Background: an optimization exercise with open tools, aiming at small area, a short achievable clock period and few clock cycles. Do not read the settings as production practice. At most, simulation tests tie the RTL to the original design; equivalence was not proved. No functional check of the RTL was part of runs 3 and 4.

==> flow/design.v <==
module JAM (
    input CLK,
    input RST,
    output [2:0] W,
    output [2:0] J,
    input [6:0] Cost,
    output [3:0] MatchCount,
    output [9:0] MinCost,
    output reg Valid );
localparam ROUND = 3'd0, SEL = 3'd1, FIN = 3'd2, BUILD = 3'd3, COUNT = 3'd4;
reg [2:0] state;
reg [2:0] r;             
reg [2:0] i0;            
reg [2:0] cj;            
reg [2:0] j0;            
reg [8:0] base;           
reg first;
reg [7:0] mind;
reg [2:0] jmin;
reg [6:0] vpc;           
reg [6:0] vpj;           
reg [7:0] dcj;           
reg [7:0] S;             
reg rootr;               
reg [7:0] colFree;
reg [6:0] vp [0:7];
reg [7:0] dst [0:7];     
reg [2:0] way [0:7];     
reg [2:0] rowOf [0:7];   
reg [2:0] ja;
reg augdone;
reg [9:0] mc;
reg [3:0] cnt;
assign MinCost = mc;
assign MatchCount = cnt;
function [3:0] lowest;           
    input [7:0] m;
    begin
        casez (m)
            8'b???????1: lowest = 4'b1000;
            8'b??????10: lowest = 4'b1001;
            8'b?????100: lowest = 4'b1010;
            8'b????1000: lowest = 4'b1011;
            8'b???10000: lowest = 4'b1100;
            8'b??100000: lowest = 4'b1101;
            8'b?1000000: lowest = 4'b1110;
            8'b10000000: lowest = 4'b1111;
            default:     lowest = 4'b0000;
        endcase
    end
endfunction
function lt7;
    input [6:0] c;
    input [10:0] t;
    begin
        if (t[10])
            lt7 = 1'b0;
        else if (t[9:7] != 3'd0)
            lt7 = 1'b1;
        else
            lt7 = c < t[6:0];
    end
endfunction
function [7:0] above;            
    input [2:0] k;
    begin
        above = 8'hFE << k;
    end
endfunction
wire [2:0] j1 = way[ja];
wire [2:0] aR = (state == FIN) ? j1 : (state == COUNT) ? i0 : jmin;
wire [2:0] rA = rowOf[aR];
assign W = (state == SEL) ? rA : i0;
assign J = (state == SEL) ? jmin : cj;
wire [6:0] vpA = vpc;
wire [6:0] vp_cj = vpc;
wire [7:0] dA = dst[i0];
wire [9:0] bv = {base[8], base} + {3'd0, vp_cj};
wire [10:0] thr_o = 11'd256 - {bv[9], bv};
wire over = !lt7(Cost, thr_o);
wire [4:0] cur_lo = {1'b0, bv[3:0]} + {1'b0, Cost[3:0]};
wire [3:0] cur_h0 = bv[7:4] + {1'b0, Cost[6:4]};
wire [3:0] cur_h1 = bv[7:4] + {1'b0, Cost[6:4]} + 4'd1;
wire [7:0] cur_b = {cur_lo[4] ? cur_h1 : cur_h0, cur_lo[3:0]};
wire [7:0] cur8 = over ? 8'd255 : cur_b;
wire [7:0] dst_cj = dcj;
wire [10:0] thr_d = {3'd0, dst_cj} - {bv[9], bv};
wire [10:0] thr_m = {3'd0, mind} - {bv[9], bv};
wire better = rootr || lt7(Cost, thr_d);
wire cur_lt_min = lt7(Cost, thr_m);
wire dst_lt_min = dst_cj < mind;
wire take = first || (better ? cur_lt_min : dst_lt_min);
wire [7:0] nd = better ? cur8 : dst_cj;
wire [3:0] nxt_round = lowest(~S & above(cj));
wire [7:0] bitcj = 8'd1 << cj;
wire [7:0] S_sel = S | (8'd1 << jmin);
wire [3:0] first_round = lowest(~S_sel);
wire [3:0] lS = lowest(S);
wire [7:0] S_fin = S & ~bitcj;
wire [3:0] lSf = lowest(S_fin);
wire aug_last = (j1 == ja);
wire cur_eq_min = (thr_m[10:7] == 4'd0) && (thr_m[6:0] == Cost);
wire newmin = (cj == 3'd0) || cur_lt_min;
wire [7:0] tmask = newmin ? bitcj : cur_eq_min ? (S | bitcj) : S;
wire [2:0] ncol = (state == ROUND) ? nxt_round[2:0] :
                  (state == SEL) ? (colFree[jmin] ? lS[2:0] : first_round[2:0]) :
                  (state == FIN) ? lSf[2:0] : cj + 3'd1;
wire [6:0] vpn = colFree[ncol] ? 7'd0 : vp[ncol];
wire [6:0] vp_upd = vpc + (mind[6:0] - dcj[6:0]);
wire [7:0] dstn = dst[ncol];
wire [6:0] vp0 = colFree[0] ? 7'd0 : vp[0];
wire [7:0] adj = dA;
wire [2:0] dm1 = i0 - 3'd1;
wire [7:0] cand = adj & ~S & (first ? 8'hFF : above(rA));
wire [3:0] lj = lowest(cand);
wire [7:0] u2 = S | (8'd1 << lj[2:0]);
reg ok;
integer k;
always @(*) begin
    ok = 1'b1;
    for (k = 1; k < 8; k = k + 1)
        if (k > i0 && (dst[k] & ~u2) == 8'd0)
            ok = 1'b0;
end
wire d6 = first && (i0 == 3'd6);
wire [7:0] fx = ~S;
wire [7:0] flo = fx & (~fx + 8'd1);
wire [7:0] fhi = fx ^ flo;
wire [7:0] m6 = dst[6] & fx;
wire [7:0] m7 = dst[7] & fx;
wire c1 = (|(m6 & flo)) && (|(m7 & fhi));
wire c2 = (|(m6 & fhi)) && (|(m7 & flo));
wire [2:0] pd = rowOf[dm1];
always @(posedge CLK or posedge RST) begin
    if (RST) begin
        state <= ROUND;
        r <= 3'd0;
        i0 <= 3'd0;
        cj <= 3'd0;
        base <= 9'd0;
        first <= 1'b1;
        S <= 8'd0;
        rootr <= 1'b1;
        vpc <= 7'd0;
        colFree <= 8'hFF;
        mc <= 10'd0;
        cnt <= 4'd0;
        Valid <= 1'b0;
        augdone <= 1'b0;
    end else begin
        case (state)
        ROUND: begin
            first <= 1'b0;
            if (nxt_round[3]) begin
                cj <= nxt_round[2:0];
                vpc <= vpn;
                dcj <= dstn;
            end else begin
                state <= SEL;
            end
        end
        SEL: begin
            if (colFree[jmin]) begin
                mc <= mc + {2'd0, mind};
                colFree[jmin] <= 1'b0;
                cj <= lS[2:0];
                vpc <= vpn;
                dcj <= dstn;
                augdone <= 1'b0;
                state <= FIN;
            end else begin
                S <= S_sel;
                rootr <= 1'b0;
                i0 <= rA;
                base <= {1'b0, mind} - {2'd0, Cost} - {2'd0, vpj};
                cj <= first_round[2:0];
                vpc <= vpn;
                dcj <= dstn;
                first <= 1'b1;
                state <= ROUND;
            end
        end
        FIN: begin
            if (S != 8'd0) begin
                S <= S_fin;
                cj <= lSf[2:0];
                vpc <= vpn;
                dcj <= dstn;
            end
            if (!augdone && aug_last)
                augdone <= 1'b1;
            if (S_fin == 8'd0 && (augdone || aug_last)) begin
                vpc <= (S != 8'd0 && cj == 3'd0) ? vp_upd : vp0;
                dcj <= dst[0];
                if (r == 3'd7) begin
                    state <= BUILD;
                    i0 <= 3'd0;
                    cj <= 3'd0;
                    base <= 9'd0;
                end else begin
                    state <= ROUND;
                    r <= r + 3'd1;
                    i0 <= r + 3'd1;
                    base <= 9'd0;
                    rootr <= 1'b1;
                    cj <= 3'd0;
                    first <= 1'b1;
                end
            end
        end
        BUILD: begin
            S <= tmask;
            cj <= cj + 3'd1;
            vpc <= vpn;
            dcj <= dstn;
            if (cj == 3'd7) begin
                i0 <= i0 + 3'd1;
                if (i0 == 3'd7) begin
                    state <= COUNT;
                    S <= 8'd0;
                    first <= 1'b1;
                end
            end
        end
        COUNT: if (!Valid) begin
            if (d6) begin
                cnt <= cnt + {3'd0, c1} + {3'd0, c2};
                i0 <= dm1;
                S <= S & ~(8'd1 << pd);
                first <= 1'b0;
            end else if (lj[3]) begin
                if (ok) begin
                    S <= u2;
                    i0 <= i0 + 3'd1;
                    first <= 1'b1;
                end else begin
                    first <= 1'b0;
                end
            end else if (i0 == 3'd0) begin
                Valid <= 1'b1;
            end else begin
                i0 <= dm1;
                S <= S & ~(8'd1 << pd);
                first <= 1'b0;
            end
        end
        default: state <= ROUND;
        endcase
    end
end
always @(posedge CLK) begin
    case (state)
    ROUND: begin
        if (better) begin
            dst[cj] <= cur8;
            way[cj] <= rootr ? cj : j0;
        end
        if (take) begin
            mind <= nd;
            jmin <= cj;
            vpj <= vpc;
        end
    end
    SEL: begin
        j0 <= jmin;
        ja <= jmin;
        if (colFree[jmin])
            vp[jmin] <= 7'd0;
    end
    FIN: begin
        if (S != 8'd0)
            vp[cj] <= vp_upd;
        if (!augdone) begin
            rowOf[ja] <= aug_last ? r : rA;
            if (!aug_last)
                ja <= j1;
        end
    end
    BUILD: begin
        if (newmin)
            mind <= cur8;
        if (cj == 3'd7)
            dst[i0] <= tmask;
    end
    COUNT: begin
        if (!Valid && !d6 && lj[3])
            rowOf[i0] <= lj[2:0];
    end
    default: ;
    endcase
end
endmodule
==> flow/flow/run.sh <==
#!/bin/bash
# The standard layout (standard.sh: the standard synthesis, then ORFS to the
# final layout), with timing repair aiming at 6 ns of setup slack instead of
# config.mk's 5, so that it works further on the paths it shortens.
set -euo pipefail
sed 's/SETUP_SLACK_MARGIN=[0-9.]*/SETUP_SLACK_MARGIN=6/' standard.sh > standard_margin.sh
bash standard_margin.sh > standard.log 2>&1
==> flow/standard.sh <==
#!/bin/bash
# synth_recipe.tcl (not shown) runs the flow's synth.tcl, then flattens the netlist and writes it again
# the make line also repeats each setting of config.mk as NAME=value (left out here)
make -C /OpenROAD-flow-scripts/flow DESIGN_CONFIG=/design/flow/config.mk WORK_HOME=/design/flow/orfs CLKGATE_MAP_FILE= SYNTH_SCRIPT=/design/flow/synth_recipe.tcl "${@:-finish}"
==> flow/config.mk <==
export PLATFORM = sky130hd
export DESIGN_NAME = JAM
export DESIGN_NICKNAME = JAM
export VERILOG_FILES = /design/flow/design.v
export SDC_FILE = /design/flow/constraint.sdc
export NUM_CORES = 4
export LEC_CHECK = 0
export ABC_AREA = 1
export CAP_MARGIN = 20
export CORE_MARGIN = 2
export CORE_UTILIZATION = 50
export PLACE_DENSITY = 0.65
export SETUP_SLACK_MARGIN = 5
export SLEW_MARGIN = 20
==> flow/constraint.sdc <==
create_clock -name core_clock -period 10.0 [get_ports {CLK}]
set_input_delay 2.0000 -clock core_clock [delete_from_list [all_inputs] [get_ports {CLK}]]
set_output_delay 2.0000 -clock core_clock [all_outputs]
set_load 0.01 [all_outputs]
==> results_dict.tcl, run 1 <==
set metrics [dict create \
    dr.first_iter.drc_count 1952 \
    grt_pass1_vias 15970 \
    ioPinCount 30 \
    slew_violations 0 \
    critPathSlowestCell "sky130_fd_sc_hd__dfrtp_2" \
    crit_fanout 7 \
    wirelength_um 61930 \
    cp-start-kind "flop" \
    fillerInstances 2906 \
    cts.sinks 265 \
    grt_antenna_before_repair 0 \
    netlist.top_cell.by_area "sky130_fd_sc_hd__edfxtp_1" \
    clkTransAtPathRegs_ns 0.06 \
    num_rows 69 \
    ctsHtreeMaxLevel 1 \
    die_area_um2 37280 \
    layout.cells.most_common "sky130_fd_sc_hd__nand2_1" \
    yosys.area.top_type_share_pct 33.60 \
    synth.area.mux_share_pct 0.3150 \
    cell_chosen_for_the_clock_root "sky130_fd_sc_hd__clkbuf_16" \
    die_w_um 193.1 \
    synth_async_sr_flop_share_pct 23.40 \
    synth_xor_area_share_pct 2.548 \
    start_util_pct 50.50 \
    path_cells "inv_2, nand3_4, inv_8, buf_4, nand2_1, o21ai_4, nand3_2, nand2_2, nand2_2, nand2_4, o21ai_2, buf_2" \
    most_used_cell_cp "sky130_fd_sc_hd__nand2_2" \
    groute.usage.overall_pct 32.27 \
    mean_instance_size_in_the_synthesized_netlist_um2 8.233 \
    worstHoldEndpoint "colFree[5]" \
    grt_max_degree 74 \
    status "finished clean" \
    worstMarginPinSlew_ns 1.010 \
    drive_above_1_share_pct 22.34 \
    syn2layout_area_growth_pct 25.78 \
    max_freq_mhz 225.6 \
    synth_top_family_by_area "simple AND/OR/NAND/NOR gates" \
    drt_drc_violations_left 0 \
    detailedRoute.firstPassIterationCount 6 \
    postRouteAntennaNets 0 \
    placedCellCount 2608 \
    antennaDiodeCount 0 \
    hold_start "colFree[5]" \
    die-height_um 193.1 \
    synth-seq-area-share_pct 42.69 \
    fin_crit_sh_pct 44.32 \
    timing.max_slew.rel_slack_pct 31.96 \
    max_cap_violations 0 \
    worstPathArrival_ns 2.43 \
    grt_first_pass_wirelength_um 91570 \
    timing.final.crit_period_ns 4.432 \
    synth_simple_gate_area_share_pct 20.12 \
    post-dp-hpwl_um 42600 \
    cp_data_required_time_ns 8.00 \
    setup_viol 0 \
    global_route.overflow_total 0 \
    nNetsFinal 2449 \
    setup_tns_ns 0 \
    wl_per_cell_um 22.13 \
    synth_compound_area_share_pct 17.36 \
    dpl-instance-area_um2 18670 \
    most_frequent_cells_in_the_layout "380 x sky130_fd_sc_hd__nand2_1, 229 x sky130_fd_sc_hd__inv_1, 200 x sky130_fd_sc_hd__edfxtp_1" \
    worst_hold_path_depth 2 \
    worstPathBufferInverterCount 4 \
    yosys.area_share.adder_pct 9.660 \
    crit_type "flop to output pin" \
    synth.top_cells.by_area "sky130_fd_sc_hd__edfxtp_1 34%, sky130_fd_sc_hd__nand2_1 9.1%, sky130_fd_sc_hd__ha_1 7.4%" \
    gp_congestion 1.007 \
    cts_tree "done" \
    rsz_0062_raised_after_global_routing "true" \
    hold_class "flop to flop" \
    setup.reg_to_reg.worst_slack_ns 5.69 \
    crit_family "simple AND/OR/NAND/NOR gates" \
    number_of_flops_mapped_to_enable_cells_by_yosys 200 \
    cts-buffers-inserted 29 \
    endpoint_kind "output pin" \
    slowest_delay_ns 0.44 \
    cts_hold_buf 0 \
    viasPerCell 6.103 \
    buffer_ports.inserted 29 \
    core-area_um2 35400 \
    ys_warn_count 1 \
    r2r.worst_path.cells 24 \
    clk_latency_ns 0.60 \
    netlist_area_um2 17870 \
    ff_to_ff_start "vpc[2]" \
    final_area_um2 22480 \
    yosys.cell_types.count 59 \
    reg2reg_to "dst[7][6]" \
    timing.clock.skew_ns 0.01595 \
    fin_cells 2798 \
    syn-num-nets 2306 \
    post_synth_inst_count 2171 \
    dominantRegCellSynth "sky130_fd_sc_hd__edfxtp_1" \
    timing_hold_violations_final 0 \
    synth-seq-cells 265 \
    clockBufferDepth 3 \
    num_vias 17080 \
]
-- registers in the layout, summed over array words and instances, names as in the netlist, 4 cells and up, named ones only --
register and flops:
S 8, base 9, cnt 4, colFree 8, dcj 8, dst 64, mc 10, mind 8
rowOf 24, vp 56, vpc 7, vpj 7, way 24
-- routing by layer --
layer  track usage, %  vias up  part of all wire (%)
met5                0        -                     0
met4            11.39        0                   3.6
met3            4.706      188                   8.8
met2            51.83      887                    46
met1            44.67     8205                    42
li1                 -     7797                     -
-- Yosys cell counts (all sizes together) (12+ instances only) --
master	number
nor2	214
xnor2	20
nand4	30
dfrtp	52
o2111ai	16
o21ai	238
clkbuf	49
inv	261
a21oi	169
buf	16
nand3	124
nor3	21
fa	20
edfxtp	200
o22ai	12
o221ai	14
nand2	443
o211ai	28
a31oi	15
xor2	32
ha	106
-- cell type report --
| class | count | area [µm²] | share of cell area [%] |
|---|---|---|---|
| inverter | 270 | 1126 | 5.009 |
| clock buffer | 40 | 787.0 | 3.500 |
| timing repair inverter | 1 | 7.507 | 0.03339 |
| multi-input combinational | 1575 | 10530 | 46.83 |
| sequential | 265 | 7652 | 34.04 |
| timing repair buffer | 172 | 1672 | 7.435 |
| tap | 461 | 576.8 | 2.566 |
| clock inverter | 14 | 132.6 | 0.5899 |
-- worst min-delay path, stage by stage, from the launching register on --
cell	delay, ns
sky130_fd_sc_hd__dfstp_2	0.39
sky130_fd_sc_hd__inv_1	0.05
sky130_fd_sc_hd__a31oi_1	0.03
-- repair_timing --
item | CTS | global route
gates cloned | 4 | 2
setup buffers | 80 | 50
resized for setup | 269 | 207
setup endpoints to repair | 332 | 331
pin swaps | 79 | 115
-- stage by stage --
stage,hold slack (ns),setup slack (ns),util (%)
after detailed placement,0.4548,4.778,52.73
after CTS,0.4643,5.544,59.98
final,0.4638,5.568,63.52
after global routing,0.4793,5.465,63.52
after global placement,0.4539,4.817,52.73
after floorplan,0.4285,6.007,-
-- cells by family (layout without fill, tap and decap cells) --
family / Yosys count / after routing
adders and majority gates: 126 / 126
AOI/OAI and AO/OA: 542 / 543
DFF: 265 / 265
xor gates and xnor gates: 52 / 52
buffers and inverters: 335 / 497
muxes: 5 / 5
and+or+nand+nor: 846 / 849
-- worst max-delay path by stage --
stage | from | endpoint | slack, ns | depth (start not counted)
CTS | state[1] | W[0] | 5.54 | 13
finish | state[2] | W[2] | 5.57 | 12
global placement | Cost[2] | dst[7][7] | 4.82 | 13
detailed placement | Cost[1] | dst[4][2] | 4.78 | 14
floorplan | base[0] | dst[4][0] | 6.01 | 22
global route | state[0] | W[2] | 5.47 | 12
Testbench counts, summed over its fixed seeds: cycles 2,845.
==> inputs of run 2 (changes only) <==
==> flow/flow/run.sh (replaced) <==
#!/bin/bash
# The standard layout (standard.sh: the standard synthesis, then ORFS to the
# final layout), with timing repair aiming at 5.6 ns of setup slack instead of
# config.mk's 5, so that it works further on the paths it shortens.
set -euo pipefail
sed 's/SETUP_SLACK_MARGIN=[0-9.]*/SETUP_SLACK_MARGIN=5.6/' standard.sh > standard_margin.sh
bash standard_margin.sh > standard.log 2>&1
==> run 2 against run 1 <==
Compared with the run above: still clean; via count shrank 2.6%; flip-flop and latch count is the same; setup slack lost 0.061 ns; global-route usage shrank 0.84 points; critical path depth grew 3; utilization shrank 3.5 points; critical endpoint is now W[0]; largest cell class unchanged.
==> results_dict.tcl, run 2 <==
set metrics [dict create \
    most_frequent_cells_in_the_layout "405 x sky130_fd_sc_hd__nand2_1, 233 x sky130_fd_sc_hd__inv_1, 200 x sky130_fd_sc_hd__edfxtp_1" \
    global_route.overflow_total 0 \
    timing_hold_violations_final 0 \
    cp_data_required_time_ns 8.00 \
    grt_antenna_before_repair 1 \
    slew_violations 0 \
    cp-start-kind "flop" \
    setup_viol 0 \
    syn2layout_area_growth_pct 18.94 \
    wl_per_cell_um 21.82 \
    layout.cells.most_common "sky130_fd_sc_hd__nand2_1" \
    number_of_flops_mapped_to_enable_cells_by_yosys 200 \
    buffer_ports.inserted 29 \
    worstMarginPinSlew_ns 0.9280 \
    synth-seq-area-share_pct 42.69 \
    largest-register "dst" \
    timing.clock.skew_ns 0.01673 \
    drive_above_1_share_pct 16.00 \
    mean_instance_size_in_the_synthesized_netlist_um2 8.233 \
    ctsHtreeMaxLevel 1 \
    timing.final.crit_period_ns 4.492 \
    yosys-top-cells-count "432 x sky130_fd_sc_hd__nand2_1, 249 x sky130_fd_sc_hd__inv_1, 221 x sky130_fd_sc_hd__o21ai_0" \
    clockBufferDepth 3 \
    gp_congestion 0.9960 \
    start_util_pct 50.50 \
    crit_fanout 6 \
    postRouteAntennaNets 0 \
    num_vias 16640 \
    largest_registers_in_the_final_layout "dst (64), vp (56)" \
    post_synth_inst_count 2171 \
    netlist.top_cell.by_area "sky130_fd_sc_hd__edfxtp_1" \
    dominantRegCellSynth "sky130_fd_sc_hd__edfxtp_1" \
    timing.max_slew.rel_slack_pct 37.48 \
    grt_pass1_vias 15590 \
    dr.first_iter.drc_count 1710 \
    antennaDiodeCount 0 \
    groute.usage.overall_pct 31.44 \
    post-dp-hpwl_um 42670 \
    cts_tree "done" \
    endpoint_kind "output pin" \
    ys_warn_count 1 \
    grt_first_pass_wirelength_um 89420 \
    cts.sinks 265 \
    max_freq_mhz 222.6 \
    synth.top_cells.by_area "sky130_fd_sc_hd__edfxtp_1 34%, sky130_fd_sc_hd__nand2_1 9.1%, sky130_fd_sc_hd__ha_1 7.4%" \
    core-area_um2 35400 \
    max_cap_violations 0 \
    setup_tns_ns 0 \
    die_w_um 193.1 \
    fin_cells 2755 \
    viasPerCell 6.039 \
    cell_chosen_for_the_clock_root "sky130_fd_sc_hd__clkbuf_16" \
    synth_most_common_cell "sky130_fd_sc_hd__nand2_1" \
    num_rows 69 \
    clk_latency_ns 0.59 \
    yosys.area.top_type_share_pct 33.60 \
    synth-seq-cells 265 \
    most_used_cell_cp "sky130_fd_sc_hd__buf_6" \
    worstPathArrival_ns 2.49 \
    ioPinCount 30 \
    worst_hold_path_depth 2 \
    finalHoldWorstSlack_ns 0.4648 \
    synth_async_sr_flop_share_pct 23.40 \
    critical_path_cell_count 15 \
    netlist_area_um2 17870 \
    cts_hold_buf 0 \
    fin_crit_sh_pct 44.92 \
    worstPathBufferInverterCount 5 \
    cts-buffers-inserted 30 \
    die_area_um2 37280 \
    critPathSlowestCell "sky130_fd_sc_hd__dfrtp_2" \
    status "finished clean" \
    syn-num-nets 2306 \
    nNetsFinal 2406 \
    largest_reg_flops 64 \
    r2r.worst_path.cells 22 \
    crit_family "buffers and inverters" \
    slowest_delay_ns 0.44 \
    grt_max_degree 80 \
    wirelength_um 60120 \
    die-height_um 193.1 \
    detailedRoute.firstPassIterationCount 6 \
    hold_class "flop to flop" \
    clkTransAtPathRegs_ns 0.06 \
    yosys.cell_types.count 59 \
    placedCellCount 2611 \
    rsz_0062_raised_after_global_routing "true" \
    crit_type "flop to output pin" \
    drt_drc_violations_left 0 \
    path_cells "buf_6, nand3_4, inv_8, a21oi_4, o21ai_4, nand2_4, buf_6, buf_6, nand2_2, nand3_2, nand2_1, nand2_1, nand2_2, o21ai_1, buf_2" \
]
-- run 2: cell counts after synthesis --
No cell type changed its count.
-- run 2: worst paths after layout --
check                      startpoint    endpoint  slack [ns]
setup / recovery             state[1]        W[0]        5.51
max in group asynchronous         RST       i0[0]        7.20
min in group asynchronous         RST      vpc[6]        2.02
setup reg to reg               vpc[0]   dst[0][7]        5.66
hold / removal             colFree[5]  colFree[5]        0.46
hold reg to reg            colFree[5]  colFree[5]        0.46
-- run 2: kinds of logic (layout without fill, tap and decap cells) --
kind of cell,after synthesis,count (layout),synth area share [%]
AO/OA/AOI/OAI,542,543,17.36
XOR/XNOR,52,52,2.548
adder cells (fa/ha/maj),126,126,9.660
buffers and inverters,335,457,7.315
flip-flops,265,265,42.69
multiplexers,5,5,0.3150
AND/OR/NAND/NOR,846,846,20.12
-- run 2: stage by stage --
step / instance area [µm²] / utilization (%) / setup WS [ns]
floorplan: 17870 / - / 5.533
global placement: 18570 / 52.45 / 4.546
detailed placement: 18570 / 52.46 / 4.583
CTS: 20350 / 57.50 / 5.451
global route: 21260 / 60.06 / 5.424
finish: 21260 / 60.06 / 5.508
-- run 2: timing repair --
item	in CTS	in global routing
pin swaps	24	67
buffers inserted	45	42
gates resized for setup	113	145
setup endpoints to repair	252	252
gates cloned	1	1
-- run 2: worst min-delay path, delay by kind of cell (launching register included) --
| kind | cells | cell delay [ns] |
|---|---|---|
| AOI/OAI and AO/OA | 1 | 0.03 |
| buffers and inverters | 1 | 0.05 |
| DFF | 1 | 0.38 |
-- run 2: per-layer routing --
metal  up-vias  track usage (%)  part of all wire (%)
li1       7687                -                     -
met1      7955            43.35                    42
met2       831            50.66                    46
met3       162            5.176                   8.5
met4         2            10.14                   3.5
met5         -                0                 0.015
-- run 2: area by class of cell --
type,instances,area (µm²)
timing repair buffer,132,1276
sequential,265,7651
clock inverter,18,239.0
clock buffer,37,787.0
multi-input combinational,1572,9679
tap,461,576.8
fill,3092,14140
inverter,270,1051
==> inputs of run 3 (changes only) <==
--- a/flow/design.v
+++ b/flow/design.v
@@ -22,2 +22,3 @@
 reg [7:0] dcj;           
+reg [2:0] rj;            
 reg [7:0] S;             
@@ -70,5 +71,5 @@
 wire [2:0] j1 = way[ja];
-wire [2:0] aR = (state == FIN) ? j1 : (state == COUNT) ? i0 : jmin;
+wire [2:0] aR = (state == ROUND) ? cj : (state == FIN) ? j1 : i0;
 wire [2:0] rA = rowOf[aR];
-assign W = (state == SEL) ? rA : i0;
+assign W = (state == SEL) ? rj : i0;
 assign J = (state == SEL) ? jmin : cj;
@@ -173,3 +174,3 @@
                 rootr <= 1'b0;
-                i0 <= rA;
+                i0 <= rj;
                 base <= {1'b0, mind} - {2'd0, Cost} - {2'd0, vpj};
@@ -261,2 +262,3 @@
             vpj <= vpc;
+            rj <= rA;
         end
==> run 3 against run 2 <==
Compared with the run above: cell count down 1.5%; first-iteration DRC count grew 5.8%; flip-flop and latch count is 3 higher; register-to-register slack about the same; fmax is 2.9% higher; critical endpoint is now J[0]; utilization fell by 0.88 points; design area is 0.98% lower; via count is 2.8% lower; highest routed layer is now met4.
==> results_dict.tcl, run 3 <==
set metrics [dict create \
    status "finished clean" \
    timing_hold_violations_final 0 \
    start_util_pct 50.71 \
    worst_hold_path_depth 2 \
    largest_registers_in_the_final_layout "dst (64), vp (56)" \
    layout.cells.most_common "sky130_fd_sc_hd__nand2_1" \
    slew_violations 0 \
    critPathSlowestCell "sky130_fd_sc_hd__clkdlybuf4s50_1" \
    synth-seq-cells 268 \
    clk_latency_ns 0.58 \
    worstPathBufferInverterCount 3 \
    cp_data_required_time_ns 8.00 \
    worstMarginPinSlew_ns 1.125 \
    ys_warn_count 1 \
    synth.top_cells.by_area "sky130_fd_sc_hd__edfxtp_1 34%, sky130_fd_sc_hd__nand2_1 8.7%, sky130_fd_sc_hd__ha_1 7.4%" \
    setup_tns_ns 0 \
    most_frequent_cells_in_the_layout "404 x sky130_fd_sc_hd__nand2_1, 244 x sky130_fd_sc_hd__inv_1, 203 x sky130_fd_sc_hd__edfxtp_1" \
    gp_congestion 1.008 \
    dr.first_iter.drc_count 1810 \
    syn2layout_area_growth_pct 16.70 \
    timing.final.crit_period_ns 4.367 \
    hold_start "colFree[4]" \
    r2r.worst_path.cells 20 \
    cts-buffers-inserted 30 \
    crit_type "flop to output pin" \
    hold_class "flop to flop" \
    rsz_0062_raised_after_global_routing "true" \
    fin_crit_sh_pct 43.67 \
    wl_per_cell_um 21.77 \
    fillerInstances 3141 \
    yosys.area.top_type_share_pct 33.79 \
    grt_first_pass_wirelength_um 90380 \
    slowest_delay_ns 0.61 \
    crit_family "buffers and inverters" \
    ff_to_ff_start "vpc[2]" \
    die_w_um 193.9 \
    dominantRegCellSynth "sky130_fd_sc_hd__edfxtp_1" \
    timing.max_slew.rel_slack_pct 24.79 \
    timing.clock.skew_ns 0.02394 \
    post_synth_inst_count 2172 \
    core-area_um2 35570 \
    synth_async_sr_flop_share_pct 23.13 \
    grt_max_degree 82 \
    post-dp-hpwl_um 43590 \
    viasPerCell 5.955 \
    synth_most_common_cell "sky130_fd_sc_hd__nand2_1" \
    yosys-top-cells-count "417 x sky130_fd_sc_hd__nand2_1, 252 x sky130_fd_sc_hd__inv_1, 217 x sky130_fd_sc_hd__nor2_1" \
    cell_chosen_for_the_clock_root "sky130_fd_sc_hd__clkbuf_16" \
    syn-num-nets 2307 \
    clockBufferDepth 3 \
    groute.usage.overall_pct 30.93 \
    max_cap_violations 0 \
    nNetsFinal 2366 \
    worstPathArrival_ns 2.37 \
    mean_instance_size_in_the_synthesized_netlist_um2 8.305 \
    largest-register "dst" \
    die_area_um2 37610 \
    synth-seq-area-share_pct 42.80 \
    clkTransAtPathRegs_ns 0.06 \
    global_route.overflow_total 0 \
    wirelength_um 59110 \
    endpoint_kind "output pin" \
    postRouteAntennaNets 0 \
    netlist.top_cell.by_area "sky130_fd_sc_hd__edfxtp_1" \
    number_of_flops_mapped_to_enable_cells_by_yosys 203 \
    max_freq_mhz 229.0 \
    netlist_area_um2 18040 \
    cts_tree "done" \
    largest_reg_flops 64 \
    cp-start-kind "flop" \
    cts_hold_buf 0 \
    num_rows 69 \
    num_vias 16170 \
    setup.reg_to_reg.worst_slack_ns 5.66 \
    grt_antenna_before_repair 0 \
    buffer_ports.inserted 29 \
    ioPinCount 30 \
    antennaDiodeCount 0 \
    drt_drc_violations_left 0 \
    setup_viol 0 \
    grt_pass1_vias 15410 \
    drive_above_1_share_pct 14.24 \
    ctsHtreeMaxLevel 1 \
    worstHoldEndpoint "colFree[4]" \
    path_cells "buf_4, nor3_2, buf_6, nand2_1, o21ai_1, clkdlybuf4s50_1" \
    yosys.cell_types.count 60 \
    reg2reg_to "dst[5][5]" \
    detailedRoute.firstPassIterationCount 5 \
    die-height_um 193.9 \
    cts.sinks 268 \
    crit_fanout 16 \
]
run 3: changes by cell type after synthesis, moves of 10 or more:
cell	change
sky130_fd_sc_hd__nand2_1	-15
sky130_fd_sc_hd__nand2_2	+11
sky130_fd_sc_hd__nor2_1	+12
sky130_fd_sc_hd__o2111ai_1	-10
sky130_fd_sc_hd__o21ai_0	-12
run 3: logic make-up (layout without fill, tap and decap cells):
family	after synthesis	after routing	synth area share, %
and+or+nand+nor	851	852	20.22
DFF	268	268	42.80
muxes	9	9	0.5619
AOI/OAI and AO/OA	528	528	17.01
buffers and inverters	339	420	7.366
xor gates and xnor gates	51	51	2.476
adders and majority gates	126	126	9.572
run 3: worst max-delay path by stage:
stage | depth (start not counted) | startpoint | to | slack (ns)
after floorplan | 20 | base[0] | dst[4][0] | 5.56
after global placement | 20 | vpc[0] | dst[0][2] | 4.48
final | 6 | state[1] | J[0] | 5.63
after CTS | 5 | state[2] | J[0] | 5.61
after global routing | 23 | vpc[2] | dst[4][1] | 5.43
after detailed placement | 20 | base[0] | dst[0][7] | 4.32
run 3: cell type report:
type	count	area (µm²)	share of cell area, %
Multi-Input combinational cell	1566	9739	46.26
Timing Repair Buffer	97	903.4	4.291
Clock inverter	19	241.5	1.147
Clock buffer	36	804.5	3.822
Inverter	268	1054	5.004
Sequential cell	268	7732	36.73
Tap cell	461	576.8	2.740
run 3: layer usage:
layer  routed length [µm]  vias to the layer above  track usage, %
met1                25250                     7675           43.99
li1                     -                     7582               -
met3                 5497                      151           5.288
met2                26470                      761           48.85
met5                    0                        -               0
met4                 1894                        0           8.810
run 3: worst reg2reg max path: cells and delay by family (launching register included):
kind,cells,cell delay [ns]
compound gates,6,0.86
xor+xnor,1,0.16
fa+ha+maj,3,0.90
flops,1,0.44
mux,1,0.35
simple gates,9,1.33
run 3: through the flow:
stage	setup slack (ns)	utilization, %	area [µm²]	std cells	hold slack, ns
floorplan	5.557	-	18050	2172	0.4352
global placement	4.477	52.56	18700	2604	0.4552
detailed placement	4.316	52.56	18700	2604	0.4615
CTS	5.607	57.36	20400	2680	0.4713
global route	5.430	59.18	21050	2715	0.5019
finish	5.633	59.18	21050	2715	0.4713
run 3: timing repair:
| item | 4_1_cts | 5_1_grt |
|---|---|---|
| endpoints found under the setup margin | 307 | 266 |
| hold endpoints to repair | 0 | 0 |
| buffers inserted | 20 | 35 |
| gates cloned | 1 | 0 |
| pin swaps | 25 | 42 |
| resized for setup | 111 | 89 |
==> inputs of run 4 (changes only) <==
--- a/flow/config.mk
+++ b/flow/config.mk
@@ -10,4 +10,4 @@
 export CORE_MARGIN = 2
-export CORE_UTILIZATION = 50
-export PLACE_DENSITY = 0.65
+export CORE_UTILIZATION = 60
+export PLACE_DENSITY = 0.72
 export SETUP_SLACK_MARGIN = 5
==> run 4 against run 3 <==
Compared with the run above: routed wire length shrank 1.9%; clock skew fell by 0.0072 ns; fmax fell by 0.33%; synthesized cell count unchanged; cell count is 2.9% lower; first-iteration DRC count is 17% higher; global-route usage grew 5.6 points; via count grew 2.5%; die area fell by 16%; critical endpoint is now dst[5][1].
==> results_dict.tcl, run 4 <==
set metrics [dict create \
    setup_tns_ns 0 \
    cp_data_required_time_ns 10.24 \
    fin_crit_sh_pct 43.82 \
    yosys.area.top_type_share_pct 33.79 \
    viasPerCell 6.285 \
    synth-seq-cells 268 \
    wirelength_um 57960 \
    nNetsFinal 2358 \
    worstPathArrival_ns 4.63 \
    groute.layer.met2.usage_pct 57.17 \
    grt_pass1_vias 15630 \
    timing_hold_violations_final 0 \
    timing.max_slew.rel_slack_pct 24.75 \
    layout.cells.most_common "sky130_fd_sc_hd__nand2_1" \
    grt.busiest_layer "met2" \
    syn2layout_area_growth_pct 15.38 \
    place_ws_ns 4.357 \
    synth.top_cells.by_area "sky130_fd_sc_hd__edfxtp_1 34%, sky130_fd_sc_hd__nand2_1 8.7%, sky130_fd_sc_hd__ha_1 7.4%" \
    max_freq_mhz 228.2 \
    syn-num-nets 2307 \
    fillerInstances 2362 \
    drive_above_1_share_pct 13.58 \
    postRouteAntennaNets 0 \
    largest_reg_flops 64 \
    netlist_area_um2 18040 \
    yosys-top-cells-count "417 x sky130_fd_sc_hd__nand2_1, 252 x sky130_fd_sc_hd__inv_1, 217 x sky130_fd_sc_hd__nor2_1" \
    grt_first_pass_wirelength_um 88030 \
    cp-start-kind "flop" \
    status "finished clean" \
    max_cap_violations 0 \
    largest_registers_in_the_final_layout "dst (64), vp (56)" \
    rsz_0062_raised_after_global_routing "true" \
    crit_fanout 8 \
    clkTransAtPathRegs_ns 0.06 \
    setup.reg_to_reg.worst_slack_ns 5.62 \
    core-area_um2 29640 \
    grt.met1_usage_pct 50.57 \
    number_of_flops_mapped_to_enable_cells_by_yosys 203 \
    timing.clock.skew_ns 0.01675 \
    die_w_um 177.4 \
    die_area_um2 31470 \
    grt_max_degree 82 \
    post-dp-hpwl_um 41990 \
    yosys.cell_types.count 60 \
    die-height_um 177.4 \
    netlist.top_cell.by_area "sky130_fd_sc_hd__edfxtp_1" \
    dr.first_iter.drc_count 2124 \
    synth-seq-area-share_pct 42.80 \
    endpoint_kind "flop" \
    start_util_pct 60.86 \
    hold_class "flop to flop" \
    mean_instance_size_in_the_synthesized_netlist_um2 8.305 \
    num_vias 16570 \
    setup_viol 0 \
    synth_async_sr_flop_share_pct 23.13 \
    dominantRegCellSynth "sky130_fd_sc_hd__edfxtp_1" \
    global_route.overflow_total 0 \
    final.setup.worst_slack_ns 5.618 \
    ioPinCount 30 \
    cts.sinks 268 \
    cell_chosen_for_the_clock_root "sky130_fd_sc_hd__clkbuf_16" \
    post_synth_inst_count 2172 \
    synth_most_common_cell "sky130_fd_sc_hd__nand2_1" \
    wl_per_cell_um 21.99 \
    groute.usage.overall_pct 36.54 \
    timing.final.crit_period_ns 4.382 \
    global_route.usage.met3_pct 6.384 \
    clockBufferDepth 3 \
    cts_tree "done" \
    buffer_ports.inserted 29 \
    num_rows 63 \
    clk_latency_ns 0.57 \
    slew_violations 0 \
    worstMarginPinSlew_ns 1.120 \
    ctsHtreeMaxLevel 1 \
    ys_warn_count 1 \
    most_frequent_cells_in_the_layout "405 x sky130_fd_sc_hd__nand2_1, 245 x sky130_fd_sc_hd__inv_1, 203 x sky130_fd_sc_hd__edfxtp_1" \
    crit_type "flop to flop" \
    antennaDiodeCount 0 \
    largest-register "dst" \
    grt_antenna_before_repair 0 \
    detailedRoute.firstPassIterationCount 6 \
    drt_drc_violations_left 0 \
    cts-buffers-inserted 29 \
    gp_congestion 1.056 \
]
[run 4: path summary, 6_finish.rpt]
check	to	cells after the start	start
max in group asynchronous	i0[1]	3	RST
worst min-delay path	colFree[5]	2	colFree[5]
worst min register to register	colFree[5]	2	colFree[5]
min in group asynchronous	vpc[6]	3	RST
worst max-delay path	dst[5][1]	21	base[1]
worst max register to register	dst[5][1]	21	base[1]
[run 4: metal layers]
layer  up-vias  share of wire, %
met4         0               4.9
met2       975                44
li1       7571                 -
met5         -                 0
met1      7816                40
met3       206                10
[run 4: logic make-up (layout without fill, tap and decap cells)]
logic type	Yosys count	in the layout	synth area share, %
adders and majority gates	126	126	9.572
buffers and inverters	339	411	7.366
xor gates and xnor gates	51	51	2.476
and+or+nand+nor	851	853	20.22
DFF	268	268	42.80
AOI/OAI and AO/OA	528	528	17.01
muxes	9	9	0.5619
[run 4: worst max-delay path, cell delays in order, from the launching register on]
cell and delay, ns:
sky130_fd_sc_hd__dfrtp_2 0.44, sky130_fd_sc_hd__buf_6 0.13, sky130_fd_sc_hd__fa_2 0.42, sky130_fd_sc_hd__xor2_2 0.25
sky130_fd_sc_hd__inv_2 0.10, sky130_fd_sc_hd__ha_4 0.30, sky130_fd_sc_hd__nand2_2 0.05, sky130_fd_sc_hd__o21ai_2 0.20
sky130_fd_sc_hd__a21oi_2 0.08, sky130_fd_sc_hd__o21bai_1 0.21, sky130_fd_sc_hd__xnor2_1 0.16, sky130_fd_sc_hd__ha_1 0.28
sky130_fd_sc_hd__a21oi_1 0.15, sky130_fd_sc_hd__o21ai_1 0.09, sky130_fd_sc_hd__o2111ai_1 0.19, sky130_fd_sc_hd__o21ai_1 0.10
sky130_fd_sc_hd__nand2_1 0.08, sky130_fd_sc_hd__inv_2 0.09, sky130_fd_sc_hd__o21ai_4 0.16, sky130_fd_sc_hd__buf_12 0.17
sky130_fd_sc_hd__nand3_4 0.11, sky130_fd_sc_hd__nor2_4 0.29
[run 4: area by class of cell]
type | count | area [µm²] | area share [%]
tap | 390 | 488.0 | 2.344
clock buffer | 34 | 744.5 | 3.577
clock inverter | 20 | 244.0 | 1.172
sequential | 268 | 7734 | 37.16
multi-input combinational | 1567 | 9722 | 46.71
timing repair buffer | 89 | 844.6 | 4.058
inverter | 268 | 1037 | 4.983
[run 4: per-stage QoR]
step / area [µm²] / util [%] / std cells / hold WS (ns)
after floorplan: 18050 / - / 2172 / 0.4352
after global placement: 18610 / 62.78 / 2533 / 0.4554
after detailed placement: 18610 / 62.78 / 2533 / 0.4570
after CTS: 20160 / 68.03 / 2609 / 0.4680
after global routing: 20810 / 70.23 / 2636 / 0.4933
final: 20810 / 70.23 / 2636 / 0.4720
[run 4: what timing repair did]
action                     4_1_cts  5_1_grt
buffers inserted                22       24
pin swaps                       21       31
hold buffers                     0        0
resized for setup               83      109
setup endpoints to repair      262      267
gates cloned                     0        2
==> inputs of run 5 (changes only) <==
--- a/flow/design.v
+++ b/flow/design.v
@@ -15,3 +15,3 @@
 reg [2:0] j0;            
-reg [8:0] base;           
+reg [8:0] base;          
 reg first;
@@ -75,3 +75,2 @@
 assign J = (state == SEL) ? jmin : cj;
-wire [6:0] vpA = vpc;
 wire [6:0] vp_cj = vpc;
--- a/flow/config.mk
+++ b/flow/config.mk
@@ -10,4 +10,5 @@
 export CORE_MARGIN = 2
-export CORE_UTILIZATION = 60
-export PLACE_DENSITY = 0.72
+export CORE_UTILIZATION = 50
+export CTS_CLUSTER_SIZE = 28
+export PLACE_DENSITY = 0.65
 export SETUP_SLACK_MARGIN = 5
==> run 5 against run 4 <==
Compared with the run above: clock skew rose by 0.013 ns; via count fell by 2.6%; flip-flop and latch count is the same; cell count grew 3.0%; first-iteration DRC count shrank 9.8%; critical endpoint is now W[2]; design area is 1.1% higher; synthesized cell count unchanged; critical path type is now flop to output pin.
==> results_dict.tcl, run 5 <==
set metrics [dict create \
    die-height_um 193.9 \
    dominantRegCellSynth "sky130_fd_sc_hd__edfxtp_1" \
    detailedRoute.firstPassIterationCount 7 \
    slew_violations 0 \
    drive_above_1_share_pct 14.24 \
    largest_reg_flops 64 \
    worstMarginPinSlew_ns 1.112 \
    crit_family "buffers and inverters" \
    nNetsFinal 2366 \
    fillerInstances 3141 \
    die_area_um2 37610 \
    largest_registers_in_the_final_layout "dst (64), vp (56)" \
    slowest_delay_ns 0.61 \
    mean_instance_size_in_the_synthesized_netlist_um2 8.305 \
    cts.sinks 268 \
    num_vias 16140 \
    max_freq_mhz 230.1 \
    wl_per_cell_um 21.73 \
    buffer_ports.inserted 29 \
    fin_crit_sh_pct 43.47 \
    wirelength_um 59000 \
    timing.clock.skew_ns 0.02965 \
    netlist.top_cell.by_area "sky130_fd_sc_hd__edfxtp_1" \
    grt_max_degree 82 \
    die_w_um 193.9 \
    yosys.cell_types.count 60 \
    clk_latency_ns 0.59 \
    synth_async_sr_flop_share_pct 23.13 \
    timing.final.crit_period_ns 4.347 \
    antennaDiodeCount 0 \
    synth-seq-area-share_pct 42.80 \
    dr.first_iter.drc_count 1915 \
    max_cap_violations 0 \
    placedCellCount 2604 \
    setup_viol 0 \
    drt_drc_violations_left 0 \
    grt_pass1_vias 15410 \
    endpoint_kind "output pin" \
    multi_input_area_um2 9739 \
    timing.max_slew.rel_slack_pct 25.67 \
    syn2layout_area_growth_pct 16.70 \
    post-dp-hpwl_um 43590 \
    most_frequent_cells_in_the_layout "404 x sky130_fd_sc_hd__nand2_1, 244 x sky130_fd_sc_hd__inv_1, 203 x sky130_fd_sc_hd__edfxtp_1" \
    crit_type "flop to output pin" \
    layout.cells.most_common "sky130_fd_sc_hd__nand2_1" \
    rsz_0062_raised_after_global_routing "true" \
    yosys-top-cells-count "417 x sky130_fd_sc_hd__nand2_1, 252 x sky130_fd_sc_hd__inv_1, 217 x sky130_fd_sc_hd__nor2_1" \
    grt_antenna_before_repair 0 \
    cts_tree "done" \
    post_synth_inst_count 2172 \
    yosys.area.top_type_share_pct 33.79 \
    hold_class "flop to flop" \
    timing_hold_violations_final 0 \
    netlist_area_um2 18040 \
    crit_fanout 16 \
    ctsHtreeMaxLevel 1 \
    grt_first_pass_wirelength_um 90380 \
    groute.usage.overall_pct 30.93 \
    path_cells "buf_4, nor3_2, buf_6, nand2_1, o21ai_0, clkdlybuf4s50_1" \
    num_rows 69 \
    status "finished clean" \
    sequential_cell_area_um2 7732 \
    start_util_pct 50.71 \
    synth_most_common_cell "sky130_fd_sc_hd__nand2_1" \
    cell_chosen_for_the_clock_root "sky130_fd_sc_hd__clkbuf_16" \
    global_route.overflow_total 0 \
    setup_tns_ns 0 \
    synth-seq-cells 268 \
    clkTransAtPathRegs_ns 0.06 \
    postRouteAntennaNets 0 \
    syn-num-nets 2307 \
    critPathSlowestCell "sky130_fd_sc_hd__clkdlybuf4s50_1" \
    gp_congestion 1.008 \
    number_of_flops_mapped_to_enable_cells_by_yosys 203 \
    clockBufferDepth 3 \
    worstPathBufferInverterCount 3 \
    ys_warn_count 1 \
    worstPathArrival_ns 2.35 \
    cp_data_required_time_ns 8.00 \
    viasPerCell 5.945 \
    core-area_um2 35570 \
    fin_cells 2715 \
    cts-buffers-inserted 30 \
    ioPinCount 30 \
    cp-start-kind "flop" \
    largest-register "dst" \
    synth.top_cells.by_area "sky130_fd_sc_hd__edfxtp_1 34%, sky130_fd_sc_hd__nand2_1 8.7%, sky130_fd_sc_hd__ha_1 7.4%" \
]
run 5: cell count changes in the layout (fill, tap and decap cells not counted), moves of 3 or more:
cell / before / now
sky130_fd_sc_hd__clkinvlp_4: 7 / 10
sky130_fd_sc_hd__nor2_2: 16 / 13
sky130_fd_sc_hd__buf_6: 7 / 4
sky130_fd_sc_hd__ha_1: 97 / 100
sky130_fd_sc_hd__ha_4: 8 / 5
sky130_fd_sc_hd__o21ai_2: 7 / 14
sky130_fd_sc_hd__inv_6: 3 / 0
sky130_fd_sc_hd__o21ai_1: 18 / 10
sky130_fd_sc_hd__buf_4: 46 / 56
sky130_fd_sc_hd__nand2_2: 28 / 25
run 5: area by class of cell:
type / count / share of cell area [%]
Multi-Input combinational cell: 1566 / 46.26
Sequential cell: 268 / 36.73
Inverter: 268 / 5.004
Timing Repair Buffer: 97 / 4.291
Clock buffer: 36 / 3.822
Tap cell: 461 / 2.740
Clock inverter: 19 / 1.147
run 5: cell families (layout without fill, tap and decap cells):
kind of cell,count (synthesis),after routing,synth area share (%)
xor gates and xnor gates,51,51,2.476
AOI/OAI and AO/OA,528,528,17.01
adders and majority gates,126,126,9.572
and+or+nand+nor,851,852,20.22
buffers and inverters,339,420,7.366
DFF,268,268,42.80
muxes,9,9,0.5619
run 5: per-layer routing:
metal	GRT usage (%)	vias to the layer above	wire (µm)
li1	-	7575	-
met1	43.99	7639	25040
met2	48.85	767	26510
met3	5.288	159	5417
met4	8.810	0	2028
met5	0	-	0
run 5: worst register-to-register path, stage by stage (launching register included):
cell and delay (ns):
sky130_fd_sc_hd__dfrtp_2 0.44, sky130_fd_sc_hd__ha_4 0.28, sky130_fd_sc_hd__nand3_1 0.06, sky130_fd_sc_hd__and2_1 0.18, sky130_fd_sc_hd__or2_4 0.26, sky130_fd_sc_hd__nand2_4 0.12
sky130_fd_sc_hd__ha_1 0.30, sky130_fd_sc_hd__a21oi_1 0.20, sky130_fd_sc_hd__o21ai_2 0.09, sky130_fd_sc_hd__a21oi_1 0.16, sky130_fd_sc_hd__o21bai_1 0.12, sky130_fd_sc_hd__xor2_1 0.16
sky130_fd_sc_hd__ha_1 0.32, sky130_fd_sc_hd__nand3_2 0.13, sky130_fd_sc_hd__o221ai_2 0.19, sky130_fd_sc_hd__nand2_1 0.11, sky130_fd_sc_hd__nand2_4 0.16, sky130_fd_sc_hd__nand2_8 0.09
sky130_fd_sc_hd__nor2_4 0.21, sky130_fd_sc_hd__o22ai_2 0.10, sky130_fd_sc_hd__mux2_4 0.35
run 5: what timing repair did:
item	in CTS	in global routing
hold buffers	0	0
setup endpoints to repair	307	266
cloned	1	0
pin swaps	25	42
setup buffers	20	35
gates resized for setup	111	89
run 5: path summary, 6_finish.rpt:
check	startpoint	endpoint	slack, ns	cells after the start
worst max-delay path	state[1]	W[2]	5.65	6
worst min-delay path	colFree[4]	colFree[4]	0.47	2
worst max register to register	vpc[2]	dst[5][5]	5.67	20
worst min register to register	colFree[4]	colFree[4]	0.47	2
max in group asynchronous	RST	i0[2]	7.21	3
min in group asynchronous	RST	vpc[4]	2.10	3
run 5: per-stage QoR:
stage          utilization (%)  instance area [µm²]  setup slack (ns)  hold slack, ns
6_report                 59.18                21050             5.653          0.4749
5_1_grt                  59.18                21050             5.430          0.5019
4_1_cts                  57.36                20400             5.607          0.4713
3_5_place_dp             52.56                18700             4.316          0.4615
3_3_place_gp             52.56                18700             4.477          0.4552
2_1_floorplan                -                18050             5.557          0.4352
Testbench counts of run 5, summed over its fixed seeds: cycles 2,845.
==> inputs of run 6 (changes only) <==
--- a/flow/config.mk
+++ b/flow/config.mk
@@ -11,3 +11,2 @@
 export CORE_UTILIZATION = 50
-export CTS_CLUSTER_SIZE = 28
 export PLACE_DENSITY = 0.65
==> run 6 against run 5 <==
Compared with the run above: first-iteration DRC count unchanged; synthesized cell count unchanged; hold slack stayed put; still clean; flip-flop and latch count unchanged; fmax unchanged; cell count is the same.
==> results_dict.tcl, run 6 <==
set metrics [dict create \
    ioPinCount 30 \
    start_util_pct 50.71 \
    antennaDiodeCount 0 \
    fin_crit_sh_pct 43.47 \
    netlist_area_um2 18040 \
    grt_antenna_before_repair 0 \
    endpoint_kind "output pin" \
    die_w_um 193.9 \
    global_route.overflow_total 0 \
    num_rows 69 \
    clockBufferDepth 3 \
    timing.clock.skew_ns 0.02965 \
    synth_most_common_cell "sky130_fd_sc_hd__nand2_1" \
    max_cap_violations 0 \
    largest-register "dst" \
    dr.first_iter.drc_count 1915 \
    worstPathArrival_ns 2.35 \
    gp_congestion 1.008 \
    grt_max_degree 82 \
    largest_reg_flops 64 \
    cp-start-kind "flop" \
    cts_tree "done" \
    max_freq_mhz 230.1 \
    detailedRoute.firstPassIterationCount 7 \
    core-area_um2 35570 \
    die-height_um 193.9 \
    post_synth_inst_count 2172 \
    worstMarginPinSlew_ns 1.112 \
    timing.final.crit_period_ns 4.347 \
    slowest_delay_ns 0.61 \
    fillerInstances 3141 \
    syn2layout_area_growth_pct 16.70 \
    num_vias 16140 \
    drt_drc_violations_left 0 \
    hold_class "flop to flop" \
    buffer_ports.inserted 29 \
    viasPerCell 5.945 \
    critPathSlowestCell "sky130_fd_sc_hd__clkdlybuf4s50_1" \
    setup_tns_ns 0 \
    layout.cells.most_common "sky130_fd_sc_hd__nand2_1" \
    status "finished clean" \
    groute.usage.overall_pct 30.93 \
    crit_fanout 16 \
    synth.top_cells.by_area "sky130_fd_sc_hd__edfxtp_1 34%, sky130_fd_sc_hd__nand2_1 8.7%, sky130_fd_sc_hd__ha_1 7.4%" \
    largest_registers_in_the_final_layout "dst (64), vp (56)" \
    slew_violations 0 \
    nNetsFinal 2366 \
    timing_hold_violations_final 0 \
    rsz_0062_raised_after_global_routing "true" \
    fin_util_pct 59.18 \
    mean_instance_size_in_the_synthesized_netlist_um2 8.305 \
    timing.max_slew.rel_slack_pct 25.67 \
    number_of_flops_mapped_to_enable_cells_by_yosys 203 \
    wl_per_cell_um 21.73 \
    synth-seq-cells 268 \
    clk_latency_ns 0.59 \
    wirelength_um 59000 \
    die_area_um2 37610 \
    cts_hold_buf 0 \
    path_cells "buf_4, nor3_2, buf_6, nand2_1, o21ai_0, clkdlybuf4s50_1" \
    postRouteAntennaNets 0 \
    yosys.cell_types.count 60 \
    grt_pass1_vias 15410 \
    drive_above_1_share_pct 14.24 \
    grt_first_pass_wirelength_um 90380 \
    sequential_cell_area_um2 7732 \
    setup_viol 0 \
    cts.sinks 268 \
    post-dp-hpwl_um 43590 \
    crit_type "flop to output pin" \
    cts-buffers-inserted 30 \
    most_frequent_cells_in_the_layout "404 x sky130_fd_sc_hd__nand2_1, 244 x sky130_fd_sc_hd__inv_1, 203 x sky130_fd_sc_hd__edfxtp_1" \
    finalHoldWorstSlack_ns 0.4749 \
    dpl-instance-area_um2 18700 \
    ys_warn_count 1 \
    final_area_um2 21050 \
    cp_data_required_time_ns 8.00 \
    dominantRegCellSynth "sky130_fd_sc_hd__edfxtp_1" \
    netlist.top_cell.by_area "sky130_fd_sc_hd__edfxtp_1" \
    cell_chosen_for_the_clock_root "sky130_fd_sc_hd__clkbuf_16" \
    synth-seq-area-share_pct 42.80 \
    ctsHtreeMaxLevel 1 \
    syn-num-nets 2307 \
    yosys.area.top_type_share_pct 33.79 \
    synth_async_sr_flop_share_pct 23.13 \
    clkTransAtPathRegs_ns 0.06 \
    multi_input_area_um2 9739 \
    yosys-top-cells-count "417 x sky130_fd_sc_hd__nand2_1, 252 x sky130_fd_sc_hd__inv_1, 217 x sky130_fd_sc_hd__nor2_1" \
]
[run 6: logic make-up (layout without fill, tap and decap cells)]
logic type	after synthesis	count (layout)	share of synthesized area [%]
multiplexers	9	9	0.5619
buffers and inverters	339	420	7.366
XOR/XNOR	51	51	2.476
adder cells (fa/ha/maj)	126	126	9.572
flip-flops	268	268	42.80
AO/OA/AOI/OAI	528	528	17.01
AND/OR/NAND/NOR	851	852	20.22
[run 6: final timing paths]
path	slack, ns	start	end	cells after the start
min in group asynchronous	2.10	RST	vpc[4]	3
worst max-delay path	5.65	state[1]	W[2]	6
max in group asynchronous	7.21	RST	i0[2]	3
worst min register to register	0.47	colFree[4]	colFree[4]	2
worst min-delay path	0.47	colFree[4]	colFree[4]	2
worst max register to register	5.67	vpc[2]	dst[5][5]	20
[run 6: timing repair]
action | in CTS | in global routing
setup endpoints to repair | 307 | 266
pin swaps | 25 | 42
resized for setup | 111 | 89
cloned | 1 | 0
buffers inserted | 20 | 35
[run 6: area by class of cell]
type	count	area share [%]
multi-input combinational	1566	46.26
sequential	268	36.73
inverter	268	5.004
timing repair buffer	97	4.291
clock buffer	36	3.822
tap	461	2.740
clock inverter	19	1.147
[run 6: routing by layer]
metal  wire length, µm  vias to the layer above  part of all wire (%)  GRT usage, %
met5                 0                        -                     0             0
met4              2028                        0                   3.4         8.810
met3              5417                      159                   9.2         5.288
met2             26510                      767                    45         48.85
met1             25040                     7639                    42         43.99
li1                  -                     7575                     -             -
[run 6: per-stage QoR]
| stage | std cells | setup slack, ns |
|---|---|---|
| finish | 2715 | 5.653 |
| global route | 2715 | 5.430 |
| CTS | 2680 | 5.607 |
| detailed placement | 2604 | 4.316 |
| global placement | 2604 | 4.477 |
| floorplan | 2172 | 5.557 |
[run 6: worst max-delay path: cells and delay by family, from the launching register on]
| family | cells | cell delay (ns) |
|---|---|---|
| buffers and inverters | 3 | 0.96 |
| AO/OA/AOI/OAI | 1 | 0.13 |
| AND/OR/NAND/NOR | 2 | 0.29 |
| flip-flops | 1 | 0.40 |
==> inputs of run 7 (changes only) <==
--- a/flow/config.mk
+++ b/flow/config.mk
@@ -11,3 +11,3 @@
 export CORE_UTILIZATION = 50
-export PLACE_DENSITY = 0.65
+export PLACE_DENSITY = 0.75
 export SETUP_SLACK_MARGIN = 5
==> run 7 against run 6 <==
Compared with the run above: setup slack got worse by 0.19 ns; still clean; first-iteration DRC count is 16% higher; die area stayed put.
==> results_dict.tcl, run 7 <==
set metrics [dict create \
    crit_fanout 8 \
    core-area_um2 35570 \
    ioPinCount 30 \
    synth.top_cells.by_area "sky130_fd_sc_hd__edfxtp_1 34%, sky130_fd_sc_hd__nand2_1 8.7%, sky130_fd_sc_hd__ha_1 7.4%" \
    drt_drc_violations_left 0 \
    hold_class "flop to flop" \
    r2r.worst_path.cells 22 \
    yosys.area.top_type_share_pct 33.79 \
    fin_crit_sh_pct 45.36 \
    ctsHtreeMaxLevel 1 \
    timing.clock.skew_ns 0.03052 \
    slowest_delay_ns 0.42 \
    most_frequent_cells_in_the_layout "406 x sky130_fd_sc_hd__nand2_1, 239 x sky130_fd_sc_hd__inv_1, 203 x sky130_fd_sc_hd__edfxtp_1" \
    grt_antenna_before_repair 0 \
    dominantRegCellSynth "sky130_fd_sc_hd__edfxtp_1" \
    detailedRoute.firstPassIterationCount 6 \
    die-height_um 193.9 \
    finalHoldWorstSlack_ns 0.4645 \
    reg2reg_to "dst[4][5]" \
    slew_violations 0 \
    synth_most_common_cell "sky130_fd_sc_hd__nand2_1" \
    post-dp-hpwl_um 42230 \
    syn-num-nets 2307 \
    yosys-top-cells-count "417 x sky130_fd_sc_hd__nand2_1, 252 x sky130_fd_sc_hd__inv_1, 217 x sky130_fd_sc_hd__nor2_1" \
    netlist.top_cell.by_area "sky130_fd_sc_hd__edfxtp_1" \
    clockBufferDepth 3 \
    setup_viol 0 \
    end_of_the_critical_path "dst[4][5]" \
    timing.max_slew.rel_slack_pct 30.77 \
    mean_instance_size_in_the_synthesized_netlist_um2 8.305 \
    start_util_pct 50.71 \
    synth_async_sr_flop_share_pct 23.13 \
    cell_chosen_for_the_clock_root "sky130_fd_sc_hd__clkbuf_16" \
    cp_data_required_time_ns 10.24 \
    max_freq_mhz 220.5 \
    num_vias 16630 \
    syn2layout_area_growth_pct 17.35 \
    antennaDiodeCount 0 \
    buffer_ports.inserted 29 \
    critical_path.startpoint "base[1]" \
    status "finished clean" \
    groute.usage.overall_pct 30.33 \
    die_w_um 193.9 \
    global_route.overflow_total 0 \
    wirelength_um 58960 \
    rsz_0062_raised_after_global_routing "true" \
    synth-seq-cells 268 \
    cts.sinks 268 \
    setup.reg_to_reg.worst_slack_ns 5.46 \
    post_synth_inst_count 2172 \
    grt_max_degree 82 \
    path_cells "buf_4, fa_2, a21oi_2, o21ai_2, xor2_1, buf_4, buf_4, ha_4, a21oi_2, o21bai_1, xnor2_1, ha_1, a21oi_2, o21ai_1, o2111ai_2, o21ai_2, nand2_2, inv_4, o21ai_4, buf_12, nand3_4, nor2_4" \
    gp_congestion 1.056 \
    timing.final.crit_period_ns 4.536 \
    number_of_flops_mapped_to_enable_cells_by_yosys 203 \
    worstMarginPinSlew_ns 1.031 \
    num_rows 69 \
    nNetsFinal 2369 \
    cts-buffers-inserted 28 \
    clkTransAtPathRegs_ns 0.07 \
    die_area_um2 37610 \
    largest_registers_in_the_final_layout "dst (64), vp (56)" \
    ff_to_ff_start "base[1]" \
    dr.first_iter.drc_count 2216 \
    yosys.cell_types.count 60 \
    cts_tree "done" \
    layout.cells.most_common "sky130_fd_sc_hd__nand2_1" \
    ys_warn_count 1 \
    largest-register "dst" \
    netlist_area_um2 18040 \
    postRouteAntennaNets 0 \
    endpoint_kind "flop" \
    clk_latency_ns 0.58 \
    drive_above_1_share_pct 14.94 \
    timing_hold_violations_final 0 \
    critPathSlowestCell "sky130_fd_sc_hd__fa_2" \
    grt_pass1_vias 15730 \
    synth-seq-area-share_pct 42.80 \
    cp-start-kind "flop" \
    max_cap_violations 0 \
    grt_first_pass_wirelength_um 89620 \
    viasPerCell 6.122 \
    largest_reg_flops 64 \
    worstPathArrival_ns 4.77 \
    setup_tns_ns 0 \
    crit_type "flop to flop" \
    wl_per_cell_um 21.70 \
]
==> run 7: cell count changes in the layout (fill, tap and decap cells not counted), moves of 4 or more <==
cell | before | now
sky130_fd_sc_hd__ha_1 | 100 | 93
sky130_fd_sc_hd__nor2_1 | 197 | 192
sky130_fd_sc_hd__o21ai_2 | 14 | 10
sky130_fd_sc_hd__a21oi_2 | 13 | 17
sky130_fd_sc_hd__inv_1 | 244 | 239
sky130_fd_sc_hd__ha_4 | 5 | 12
sky130_fd_sc_hd__o21ai_0 | 187 | 191
==> run 7: layer usage <==
metal	vias up	global-route usage, %	routed length, µm	share of wire (%)
met4	0	12.96	2767	4.7
met3	231	4.853	5932	10
met1	7872	41.15	23260	39
met5	-	0	0	0
li1	7574	-	-	-
met2	956	48.47	27000	46
==> run 7: logic make-up (layout without fill, tap and decap cells) <==
kind of cell,count (synthesis),in the layout,share of synthesized area [%]
muxes,9,9,0.5619
DFF,268,268,42.80
buffers and inverters,339,422,7.366
xor gates and xnor gates,51,51,2.476
adders and majority gates,126,126,9.572
and+or+nand+nor,851,852,20.22
AOI/OAI and AO/OA,528,528,17.01
==> run 7: worst min path at each step <==
stage	startpoint	end	slack, ns	depth (start not counted)
after floorplan	colFree[4]	colFree[4]	0.44	2
after global placement	colFree[4]	colFree[4]	0.45	2
after detailed placement	colFree[5]	colFree[5]	0.46	2
after CTS	colFree[5]	colFree[5]	0.47	2
after global routing	colFree[5]	colFree[5]	0.49	2
final	colFree[5]	colFree[5]	0.46	2
==> run 7: final cells by class <==
cell class,instances,area [µm²]
Timing Repair Buffer,102,964.7
Sequential cell,268,7736
Multi-Input combinational cell,1566,9862
Fill cell,2984,14400
Clock buffer,31,711.9
Inverter,268,1061
Clock inverter,21,256.5
Tap cell,461,576.8
==> run 7: stage by stage <==
stage               cells  setup slack [ns]  area, µm²  utilization (%)
detailed placement   2602             4.371      18680            52.52
finish               2717             5.464      21170            59.52
floorplan            2172             5.557      18050                -
CTS                  2687             5.587      20450            57.49
global route         2717             5.319      21170            59.52
global placement     2602             4.585      18680            52.52
==> run 7: what timing repair did <==
| item | CTS | global route |
|---|---|---|
| pin swaps | 26 | 51 |
| cloned | 1 | 0 |
| endpoints found under the setup margin | 308 | 251 |
| buffers inserted | 32 | 28 |
| hold buffers | 0 | 0 |
| resized for setup | 107 | 104 |
==> run 7: critical path: cells and delay by family, from the launching register on <==
kind | cells | cell delay, ns
compound gates | 9 | 1.28
xor+xnor | 2 | 0.32
fa+ha+maj | 3 | 0.99
buf+inv | 5 | 0.71
flops | 1 | 0.41
simple gates | 3 | 0.48

-- what the ideal ports hide --
In the flow no input, the clock included, has a driving cell. The finished layouts below were timed again as built, in two steps. Step 1: set_driving_cell puts a clkbuf_16 on CLK and a buf_2 on each other input, an assumption about the parent block. Step 2 adds t to the input delays and takes it off the output delays; t is the mean of the earliest and latest rising clock arrival at the registers after step 1. Input paths then give back, and output paths get back, about the clock's delay inside the block. a / b / c = no drivers / after step 1 / after step 2; a / b = the first two.
| run | shift t [ns] | setup WS [ns] | worst register clock-pin slew, ns | cell pins on the clock port's net |
|---|---|---|---|---|
| run 1 | 0.641 | 5.568 / 5.517 / 5.265 | 0.07 / 0.07 | 1 |
| run 2 | 0.629 | 5.508 / 5.456 / 5.214 | 0.07 / 0.07 | 1 |
| run 3 | 0.619 | 5.633 / 5.582 / 5.236 | 0.07 / 0.07 | 1 |
| run 4 | 0.619 | 5.618 / 5.580 / 5.096 | 0.07 / 0.07 | 1 |
| run 5 | 0.621 | 5.653 / 5.602 / 5.241 | 0.07 / 0.07 | 1 |
| run 6 | 0.621 | 5.653 / 5.602 / 5.241 | 0.07 / 0.07 | 1 |
| run 7 | 0.619 | 5.464 / 5.464 / 5.099 | 0.07 / 0.07 | 1 |
After both steps every run listed still meets setup and hold. For run 4, which loses most, drivers alone change the setup slack by -0.038 ns; drivers and shift together by -0.522 ns.
